From an optimization exercise on the open Yosys and OpenROAD flow, aimed at small area, a short achievable clock period and few clock cycles; shortcuts taken in it are not production practice. RTL that was checked went through simulation tests only; none was proved equivalent to the original.

Design keccak, start of the top module:
module keccak(clk, reset, in, in_ready, is_last, byte_num, buffer_full, out, out_ready);
    input              clk, reset;
    input      [31:0]  in;
    input              in_ready, is_last;
    input      [1:0]   byte_num;
    output             buffer_full;
    output     [511:0] out;
    output reg         out_ready;
    reg       [1599:0] st;      
    reg        [4:0]   wc;      
    reg        [4:0]   rnd;     
    reg                perm;    
    reg                fin;     
    wire               accept = in_ready & ~buffer_full;
    wire               blk_end = accept & (is_last | (wc == 5'd17));
    wire       [31:0]  padded, word;
    wire       [63:0]  rc;
    wire     [1599:0]  round_out;
    assign buffer_full = perm | fin;
    padder1 padder1_ (in, byte_num, padded);
    assign word = is_last ? padded : in;
    rconst rconst_ (rnd, rc);
    round  round_  (st, rc, round_out);
    always @ (posedge clk)
      if (reset) begin
        wc <= 0; rnd <= 0; perm <= 0; fin <= 0; out_ready <= 0;
      end else begin
        if (accept)
          wc <= blk_end ? 5'd0 : wc + 5'd1;
        if (blk_end)
          perm <= 1;
        if (accept & is_last)
          fin <= 1;
        if (perm) begin
          rnd <= (rnd == 5'd23) ? 5'd0 : rnd + 5'd1;
          if (rnd == 5'd23) begin
            perm <= 0;
            if (fin) out_ready <= 1;
          end
        end
      end
    genvar j;
    generate
  ...
make LEC_CHECK=0 CAP_MARGIN=20 CORE_MARGIN=2 CORE_UTILIZATION=25 GPL_ROUTABILITY_DRIVEN=1 PLACE_DENSITY=0.35 SLEW_MARGIN=20 finish   # period 5.5 ns
run.sh (not shown) runs the stock make flow with config.mk's settings and CLKGATE_MAP_FILE= SYNTH_SCRIPT=/design/flow/synth_recipe.tcl, a recipe that flattens the netlist after the stock synthesis.
The baseline finished with timing, DRC and antenna clean.
==> next run, changes <==
- CAP_MARGIN: 20 -> 30
- CORE_UTILIZATION: 25 -> 40
- GPL_TIMING_DRIVEN: not set -> 1
- PLACE_DENSITY: 0.35 -> 0.5
- SETUP_SLACK_MARGIN: not set -> 2.5
- SLEW_MARGIN: 20 -> 30
Effect: Flip-flop and latch count is unchanged. Count of clock-buffer cells in the layout drops by 54. Routed wire length drops by a little under a tenth. Worst hold slack degrades by 0.034 ns. Non-clock buffer count climbs by 564. Cell area climbs by a few percent. Synthesized cell count is unchanged. Die area drops by well over a third.
No run of this note included a check of the RTL's function; only the layout flow was run.

---

keccak, a different RTL version from the one above (not shown whole).
For scale: roughly 12000 cells after synthesis, roughly 550 I/O pins, about 120000 um^2 of cells after synthesis.
clock: 5.5 ns
lec_check: 0
cap_margin: 30
core_margin: 2
core_utilization: 40
gpl_routability_driven: 1
gpl_timing_driven: 1
place_density: 0.5
setup_slack_margin: 2.5
slew_margin: 30
synth_hierarchical: 1
standard.sh (not shown) runs the stock make flow with config.mk's settings and CLKGATE_MAP_FILE= SYNTH_SCRIPT=/design/flow/synth_recipe.tcl, a recipe that flattens the netlist after the stock synthesis.
==> flow/flow/run.sh <==
#!/bin/bash
# The standard ORFS flow (the standard.sh): synthesis unchanged, then the
# layout with plain buffers instead of delay cells on the ports, a clock tree
# without dummy loads, and no x4 XOR cells (timing repair buffers long nets
# instead). The make output goes to synth.log and flow.log; each ORFS step keeps
# its own log under orfs/logs.
set -euo pipefail
bash standard.sh synth > synth.log 2>&1
# the platform's don't-use list plus the x4 XOR cells
dont=$(python3 -c 'import re,sys; s=open(sys.argv[1]).read(); m=re.search(r"export DONT_USE_CELLS \+=((?:.*\\\n)*.*\n)", s); print(" ".join(m.group(1).replace("\\\n", " ").split()))' "$FLOW_HOME/platforms/sky130hd/config.mk")
dont="$dont sky130_fd_sc_hd__xor2_4 sky130_fd_sc_hd__xnor2_4 sky130_fd_sc_hd__buf_12 sky130_fd_sc_hd__buf_16"
echo "DONT_USE_CELLS=$dont" > dont_use.log
export BUFFER_PORTS_ARGS="-buffer_cell sky130_fd_sc_hd__buf_2"
export GLOBAL_PLACEMENT_ARGS="-timing_driven_nets_percentage 100 -timing_driven_net_weight_max 8 -timing_driven_net_reweight_overflow {79 64 49 29 20}"
export CTS_ARGS="-sink_clustering_enable -repair_clock_nets -dont_use_dummy_load -sink_clustering_size 20 -sink_clustering_max_diameter 80"
bash standard.sh "DONT_USE_CELLS=$dont" finish > flow.log 2>&1
Testbench counts at the start, summed over its fixed seeds: cycles 7,376.
Rerun with:
--- a/flow/flow/run.sh
+++ b/flow/flow/run.sh
@@ -9,5 +9,5 @@
 # the platform's don't-use list plus the x4 XOR cells
 dont=$(python3 -c 'import re,sys; s=open(sys.argv[1]).read(); m=re.search(r"export DONT_USE_CELLS \+=((?:.*\\\n)*.*\n)", s); print(" ".join(m.group(1).replace("\\\n", " ").split()))' "$FLOW_HOME/platforms/sky130hd/config.mk")
-dont="$dont sky130_fd_sc_hd__xor2_4 sky130_fd_sc_hd__xnor2_4 sky130_fd_sc_hd__buf_12 sky130_fd_sc_hd__buf_16"
+dont="$dont sky130_fd_sc_hd__xor2_4 sky130_fd_sc_hd__xnor2_4 sky130_fd_sc_hd__buf_12 sky130_fd_sc_hd__buf_16 sky130_fd_sc_hd__xor2_2 sky130_fd_sc_hd__xnor2_2"
 echo "DONT_USE_CELLS=$dont" > dont_use.log
 export BUFFER_PORTS_ARGS="-buffer_cell sky130_fd_sc_hd__buf_2"
Outcome:
- cell area went down by 6.1%
- setup slack is worse by 0.023 ns
- synthesized cell count is unchanged
- register-to-register slack is worse by 0.02 ns
Rerun with:
==> flow/flow/run.sh (replaced) <==
#!/bin/bash
# The standard ORFS flow (the standard.sh), with plain buffers instead of
# delay cells on the ports and a clock tree without dummy loads. The make output
# goes to flow.log; each ORFS step keeps its own log under orfs/logs.
set -euo pipefail
export BUFFER_PORTS_ARGS="-buffer_cell sky130_fd_sc_hd__buf_2"
export GLOBAL_PLACEMENT_ARGS="-timing_driven_nets_percentage 50 -timing_driven_net_weight_max 5"
export CTS_ARGS="-sink_clustering_enable -repair_clock_nets -dont_use_dummy_load -sink_clustering_size 20 -sink_clustering_max_diameter 80"
bash standard.sh > flow.log 2>&1
After rerunning: The changed run went through all stages and came out clean. Non-clock buffer count fell by 880. Sequential share of layout area fell by 3.3 points. Area after synthesis stays the same. Via count rose slightly. Final cell count fell by a few percent. Fmax fell by a few percent. Register-to-register slack degrades by 0.08 ns. Hold slack hardly moves. Core utilization rose by 7.8 points.
Rerun with:
==> flow/flow/run.sh (replaced) <==
#!/bin/bash
# The standard ORFS flow (the standard.sh) with the standard synthesis
# unchanged; for the layout steps only:
# - plain buf_2 cells (not delay cells) as the port buffers;
# - timing-driven global placement weighting every net by its criticality;
# - a clock tree without dummy loads.
# The make output goes to synth.log and flow.log; each ORFS step keeps its own
# log under orfs/logs.
set -euo pipefail
bash standard.sh synth > synth.log 2>&1
# the platform's don't-use list plus the cells above
dont=$(python3 -c 'import re,sys; s=open(sys.argv[1]).read(); m=re.search(r"export DONT_USE_CELLS \+=((?:.*\\\n)*.*\n)", s); print(" ".join(m.group(1).replace("\\\n", " ").split()))' "$FLOW_HOME/platforms/sky130hd/config.mk")
dont="$dont sky130_fd_sc_hd__xor2_4 sky130_fd_sc_hd__xnor2_4 sky130_fd_sc_hd__buf_12 sky130_fd_sc_hd__buf_16 sky130_fd_sc_hd__xor2_2 sky130_fd_sc_hd__xnor2_2"
echo "DONT_USE_CELLS=$dont" > dont_use.log
export BUFFER_PORTS_ARGS="-buffer_cell sky130_fd_sc_hd__buf_2"
export GLOBAL_PLACEMENT_ARGS="-timing_driven_nets_percentage 100 -timing_driven_net_weight_max 8 -timing_driven_net_reweight_overflow {79 64 49 29 20}"
export SKIP_GATE_CLONING=1
export CTS_ARGS="-sink_clustering_enable -repair_clock_nets -dont_use_dummy_load -sink_clustering_size 20 -sink_clustering_max_diameter 80"
bash standard.sh "DONT_USE_CELLS=$dont" finish > flow.log 2>&1
PLACE_DENSITY = 0.42   (was 0.5)
SETUP_SLACK_MARGIN = 2.75   (was 2.5)
What happened: Sequential share of layout area rose by 2.7 points. Die area does not change. Routed wire length decreases by 5.2%. Worst setup slack improves by 0.15 ns. Utilization is lower by 5.7 points. Global-route usage falls by 3.6 points. Hold slack barely changes.
Rerun with:
==> flow/flow/run.sh (replaced) <==
#!/bin/bash
# The standard ORFS flow (the standard.sh): synthesis unchanged, then the
# layout with plain buffers instead of delay cells on the ports, a clock tree
# without dummy loads, and no x4 XOR cells (timing repair buffers long nets
# instead). The make output goes to synth.log and flow.log; each ORFS step keeps
# its own log under orfs/logs.
set -euo pipefail
bash standard.sh synth > synth.log 2>&1
# the platform's don't-use list plus the x4 XOR cells
dont=$(python3 -c 'import re,sys; s=open(sys.argv[1]).read(); m=re.search(r"export DONT_USE_CELLS \+=((?:.*\\\n)*.*\n)", s); print(" ".join(m.group(1).replace("\\\n", " ").split()))' "$FLOW_HOME/platforms/sky130hd/config.mk")
dont="$dont sky130_fd_sc_hd__xor2_4 sky130_fd_sc_hd__xnor2_4"
echo "DONT_USE_CELLS=$dont" > dont_use.log
export BUFFER_PORTS_ARGS="-buffer_cell sky130_fd_sc_hd__buf_2"
export GLOBAL_PLACEMENT_ARGS="-timing_driven_nets_percentage 100 -timing_driven_net_weight_max 8 -timing_driven_net_reweight_overflow {79 64 49 29 20}"
export CTS_ARGS="-sink_clustering_enable -repair_clock_nets -dont_use_dummy_load -sink_clustering_size 20 -sink_clustering_max_diameter 80"
bash standard.sh "DONT_USE_CELLS=$dont" finish > flow.log 2>&1
PLACE_DENSITY = 0.5   (was 0.42)
SETUP_SLACK_MARGIN = 2.5   (was 2.75)
=> The new run passed the timing, DRC and antenna checks. Clock-buffer cell count is higher by 1. Utilization goes up by 2.5 points. Area after synthesis is unchanged. Routed wire length goes down slightly.

---

## run A
Starting RTL as in the previous note.
clock: 5.5 ns
lec_check: 0
cap_margin: 30
core_margin: 2
core_utilization: 40
gpl_routability_driven: 1
gpl_timing_driven: 1
place_density: 0.5
setup_slack_margin: 2.75
slew_margin: 30
synth_hierarchical: 1
==> flow/flow/run.sh <==
#!/bin/bash
# The standard ORFS flow (the standard.sh): synthesis unchanged, then the
# layout with plain buffers instead of delay cells on the ports, a clock tree
# without dummy loads, and no x4 XOR cells (timing repair buffers long nets
# instead). The make output goes to synth.log and flow.log; each ORFS step keeps
# its own log under orfs/logs.
set -euo pipefail
bash standard.sh synth > synth.log 2>&1
# the platform's don't-use list plus the x4 XOR cells
dont=$(python3 -c 'import re,sys; s=open(sys.argv[1]).read(); m=re.search(r"export DONT_USE_CELLS \+=((?:.*\\\n)*.*\n)", s); print(" ".join(m.group(1).replace("\\\n", " ").split()))' "$FLOW_HOME/platforms/sky130hd/config.mk")
dont="$dont sky130_fd_sc_hd__xor2_4 sky130_fd_sc_hd__xnor2_4 sky130_fd_sc_hd__buf_12 sky130_fd_sc_hd__buf_16 sky130_fd_sc_hd__xor2_2 sky130_fd_sc_hd__xnor2_2"
echo "DONT_USE_CELLS=$dont" > dont_use.log
export BUFFER_PORTS_ARGS="-buffer_cell sky130_fd_sc_hd__buf_2"
export GLOBAL_PLACEMENT_ARGS="-timing_driven_nets_percentage 100 -timing_driven_net_weight_max 8 -timing_driven_net_reweight_overflow {79 64 49 29 20}"
export CTS_ARGS="-sink_clustering_enable -repair_clock_nets -dont_use_dummy_load -sink_clustering_size 20 -sink_clustering_max_diameter 80"
bash standard.sh "DONT_USE_CELLS=$dont" finish > flow.log 2>&1
Testbench counts of run A, summed over its fixed seeds: cycles 7,376.
Inputs modified between run A and run B:
Settings: a change of SETUP_SLACK_MARGIN from 2.75 to 2.5.
-- flow/flow/run.sh --
<<< run A, line 9
# the platform's don't-use list plus the x4 XOR cells
dont=$(python3 -c 'import re,sys; s=open(sys.argv[1]).read(); m=re.search(r"export DONT_USE_CELLS \+=((?:.*\\\n)*.*\n)", s); print(" ".join(m.group(1).replace("\\\n", " ").split()))' "$FLOW_HOME/platforms/sky130hd/config.mk")
dont="$dont sky130_fd_sc_hd__xor2_4 sky130_fd_sc_hd__xnor2_4 sky130_fd_sc_hd__buf_12 sky130_fd_sc_hd__buf_16 sky130_fd_sc_hd__xor2_2 sky130_fd_sc_hd__xnor2_2"
echo "DONT_USE_CELLS=$dont" > dont_use.log
export BUFFER_PORTS_ARGS="-buffer_cell sky130_fd_sc_hd__buf_2"
>>> run B, line 9
# the platform's don't-use list plus the x4 XOR cells
dont=$(python3 -c 'import re,sys; s=open(sys.argv[1]).read(); m=re.search(r"export DONT_USE_CELLS \+=((?:.*\\\n)*.*\n)", s); print(" ".join(m.group(1).replace("\\\n", " ").split()))' "$FLOW_HOME/platforms/sky130hd/config.mk")
dont="$dont sky130_fd_sc_hd__xor2_4 sky130_fd_sc_hd__xnor2_4 sky130_fd_sc_hd__buf_12 sky130_fd_sc_hd__buf_16 sky130_fd_sc_hd__xor2_2 sky130_fd_sc_hd__xnor2_2 sky130_fd_sc_hd__buf_8"
echo "DONT_USE_CELLS=$dont" > dont_use.log
export BUFFER_PORTS_ARGS="-buffer_cell sky130_fd_sc_hd__buf_2"
==> comparison <==
- Comparing run B and run A, number of stages on the worst setup path is higher on run B.
- Going from run A to run B, post-cts repair resize count moved down; fraction of the cycle the final worst path needs moved up; multi-input logic area moved down; initial antenna violation count moved down; area of all placed cells without fillers moved down.
--- input diff run B..run C ---
Settings: a change of SETUP_SLACK_MARGIN from 2.5 to 3.0.
==> flow/flow/run.sh <==
#!/bin/bash
# The standard ORFS flow (the standard.sh): synthesis unchanged, then the
# layout with plain buffers instead of delay cells on the ports, a clock tree
# without dummy loads, and no x4 XOR cells (timing repair buffers long nets
# instead). The make output goes to synth.log and flow.log; each ORFS step keeps
# its own log under orfs/logs.
set -euo pipefail
bash standard.sh synth > synth.log 2>&1
export DONT_USE_CELLS="sky130_fd_sc_hd__xor2_4 sky130_fd_sc_hd__xnor2_4"
export BUFFER_PORTS_ARGS="-buffer_cell sky130_fd_sc_hd__buf_2"
export CTS_ARGS="-sink_clustering_enable -repair_clock_nets -dont_use_dummy_load -sink_clustering_size 20 -sink_clustering_max_diameter 80"
bash standard.sh > flow.log 2>&1
--- outcome ---
Tool error GRT-0232 stopped run C during global routing (5_1_grt); no final results.
Re placement row count: no difference whatsoever between run C and run B.
Looking at number of gates given a new drive strength after cts, run C sits 5831 above run B.
Compared with run B, run C improves post-place setup slack.
### run C -> run D
Settings: a change of SETUP_SLACK_MARGIN from 3.0 to 2.5.
==> flow/flow/run.sh <==
#!/bin/bash
# The standard ORFS flow (the standard.sh): synthesis unchanged, then the
# layout with plain buffers instead of delay cells on the ports, a clock tree
# without dummy loads, and no x4 XOR cells (timing repair buffers long nets
# instead). The make output goes to synth.log and flow.log; each ORFS step keeps
# its own log under orfs/logs.
set -euo pipefail
bash standard.sh synth > synth.log 2>&1
# the platform's don't-use list plus the x4 XOR cells
dont=$(python3 -c 'import re,sys; s=open(sys.argv[1]).read(); m=re.search(r"export DONT_USE_CELLS \+=((?:.*\\\n)*.*\n)", s); print(" ".join(m.group(1).replace("\\\n", " ").split()))' "$FLOW_HOME/platforms/sky130hd/config.mk")
dont="$dont sky130_fd_sc_hd__xor2_4 sky130_fd_sc_hd__xnor2_4"
echo "DONT_USE_CELLS=$dont" > dont_use.log
export BUFFER_PORTS_ARGS="-buffer_cell sky130_fd_sc_hd__buf_2"
export GLOBAL_PLACEMENT_ARGS="-timing_driven_nets_percentage 50 -timing_driven_net_weight_max 5"
export CTS_ARGS="-sink_clustering_enable -repair_clock_nets -dont_use_dummy_load -sink_clustering_size 20 -sink_clustering_max_diameter 80"
bash standard.sh "DONT_USE_CELLS=$dont" finish > flow.log 2>&1
==> comparison <==
- The flow ran to completion for all of run C and run D but run C, which stopped partway.
- Run C is listed as incomplete: the tool reported an error in global routing (5_1_grt) and the run ended there.
- Comparing run D against run C, there is no change at all in average size of a mapped cell.
- Going from run C to run D, the weighted congestion at the end of routability-driven global placement was found to have gone up by about 1.2%.
- Area of placed instances went up slightly going from run C to run D.
- On run D: placed wire-length estimate is about 3% higher than what run C gave.
- Run D gives more total placed cells including tap cells than run C did.
- Across both runs, total of cells resized after clock tree synthesis was lower for run D than for run C.
- Diff run C..run D | synthesized netlist net count | unchanged
- Compared with run C, run D shows a buffers inserted during post-CTS setup optimization that is 78% lower.
- Sort run C and run D by number of CTS-inserted buffers desc -> top: run D
- For post-synthesis cell area, run C and run D come out practically identical.
What run E does differently from run D at the input level:
Settings: a change of CAP_MARGIN from 30 to 15; a change of SLEW_MARGIN from 30 to 15.
==> flow/flow/run.sh <==
#!/bin/bash
# The standard ORFS flow (the standard.sh): synthesis unchanged, then the
# layout with plain buffers instead of delay cells on the ports, a clock tree
# without dummy loads, and no x4 XOR cells (timing repair buffers long nets
# instead). The make output goes to synth.log and flow.log; each ORFS step keeps
# its own log under orfs/logs.
set -euo pipefail
bash standard.sh synth > synth.log 2>&1
# the platform's don't-use list plus the x4 XOR cells
dont=$(python3 -c 'import re,sys; s=open(sys.argv[1]).read(); m=re.search(r"export DONT_USE_CELLS \+=((?:.*\\\n)*.*\n)", s); print(" ".join(m.group(1).replace("\\\n", " ").split()))' "$FLOW_HOME/platforms/sky130hd/config.mk")
dont="$dont sky130_fd_sc_hd__xor2_4 sky130_fd_sc_hd__xnor2_4 sky130_fd_sc_hd__buf_12 sky130_fd_sc_hd__buf_16 sky130_fd_sc_hd__xor2_2 sky130_fd_sc_hd__xnor2_2"
echo "DONT_USE_CELLS=$dont" > dont_use.log
export BUFFER_PORTS_ARGS="-buffer_cell sky130_fd_sc_hd__buf_2"
export GLOBAL_PLACEMENT_ARGS="-timing_driven_nets_percentage 100 -timing_driven_net_weight_max 8 -timing_driven_net_reweight_overflow {79 64 49 29 20}"
export CTS_ARGS="-sink_clustering_enable -repair_clock_nets -dont_use_dummy_load -sink_clustering_size 20 -sink_clustering_max_diameter 80"
bash standard.sh "DONT_USE_CELLS=$dont" finish > flow.log 2>&1
[summary]
Diff run D -> run E | cell area | decrease of 9.7%
Met1 track demand over resource | run E below run D
The final layout from run E, which completed every stage, passed the timing, DRC and antenna checks at the end of the flow.
Run D finished end to end and its layout was clean on timing, DRC and antenna.
From run D to run E the numbers moved as follows: number of nets in the finished design up 562; number of global-route vias before repair down 1845; pre-CTS worst setup slack up 0.42 ns.

-- port drivers added, routing unchanged --
The flow's constraints put no driver on any port. The routed layouts listed below were extracted and timed again, unchanged, in two steps.
Step 1 (the two cells are an assumption about what drives the block):
set clk [get_ports {clk}]
set_driving_cell -lib_cell sky130_fd_sc_hd__clkbuf_16 $clk
set_driving_cell -lib_cell sky130_fd_sc_hd__buf_2 [delete_from_list [all_inputs] $clk]
Step 2 times the ports against the registers' clock, not the clock port: input delays grow and output delays shrink by t, the midpoint of the rising clock arrivals with the driver on.
a / b / c = ideal / step 1 / step 2; a / b = the first two.
| run | t (ns) | setup slack, ns | hold slack, ns | worst register clock-pin slew, ns | worst data-port slew with drivers (ns) |
|---|---|---|---|---|---|
| the first run of note 1 | 1.175 | 1.395 / 1.395 / 0.829 | 0.508 / 0.508 / 0.508 | 0.07 / 0.07 | 0.20 |
| the second run of note 1 | 1.145 | 2.233 / 2.282 / 1.192 | 0.474 / 0.474 / 0.474 | 0.07 / 0.07 | 0.08 |
| the first run of note 2 | 1.027 | 2.335 / 2.335 / 1.466 | 0.476 / 0.476 / 0.476 | 0.09 / 0.09 | 0.05 |
| the second run of note 2 | 1.030 | 2.313 / 2.313 / 1.524 | 0.482 / 0.482 / 0.482 | 0.10 / 0.10 | 0.05 |
| the third run of note 2 | 1.050 | 2.231 / 2.231 / 1.524 | 0.481 / 0.409 / 0.481 | 0.10 / 0.10 | 0.10 |
| the fourth run of note 2 | 1.026 | 2.384 / 2.384 / 1.506 | 0.484 / 0.484 / 0.484 | 0.10 / 0.10 | 0.05 |
| the fifth run of note 2 | 1.028 | 2.331 / 2.314 / 1.507 | 0.484 / 0.448 / 0.484 | 0.10 / 0.10 | 0.05 |
| run A | 1.024 | 2.565 / 2.559 / 1.610 | 0.475 / 0.475 / 0.475 | 0.09 / 0.09 | 0.05 |
| run B | 1.015 | 2.255 / 2.255 / 1.446 | 0.456 / 0.456 / 0.456 | 0.10 / 0.10 | 0.04 |
| run D | 1.032 | 2.302 / 2.302 / 1.402 | 0.478 / 0.478 / 0.478 | 0.10 / 0.10 | 0.14 |
| run E | 1.038 | 2.358 / 2.358 / 1.506 | 0.482 / 0.482 / 0.482 | 0.10 / 0.10 | 0.05 |
After both steps setup and hold are still met in every run listed. The setup slack of the second run of note 1, which loses most, moves by +0.049 ns with the drivers and by -1.041 ns with both steps.
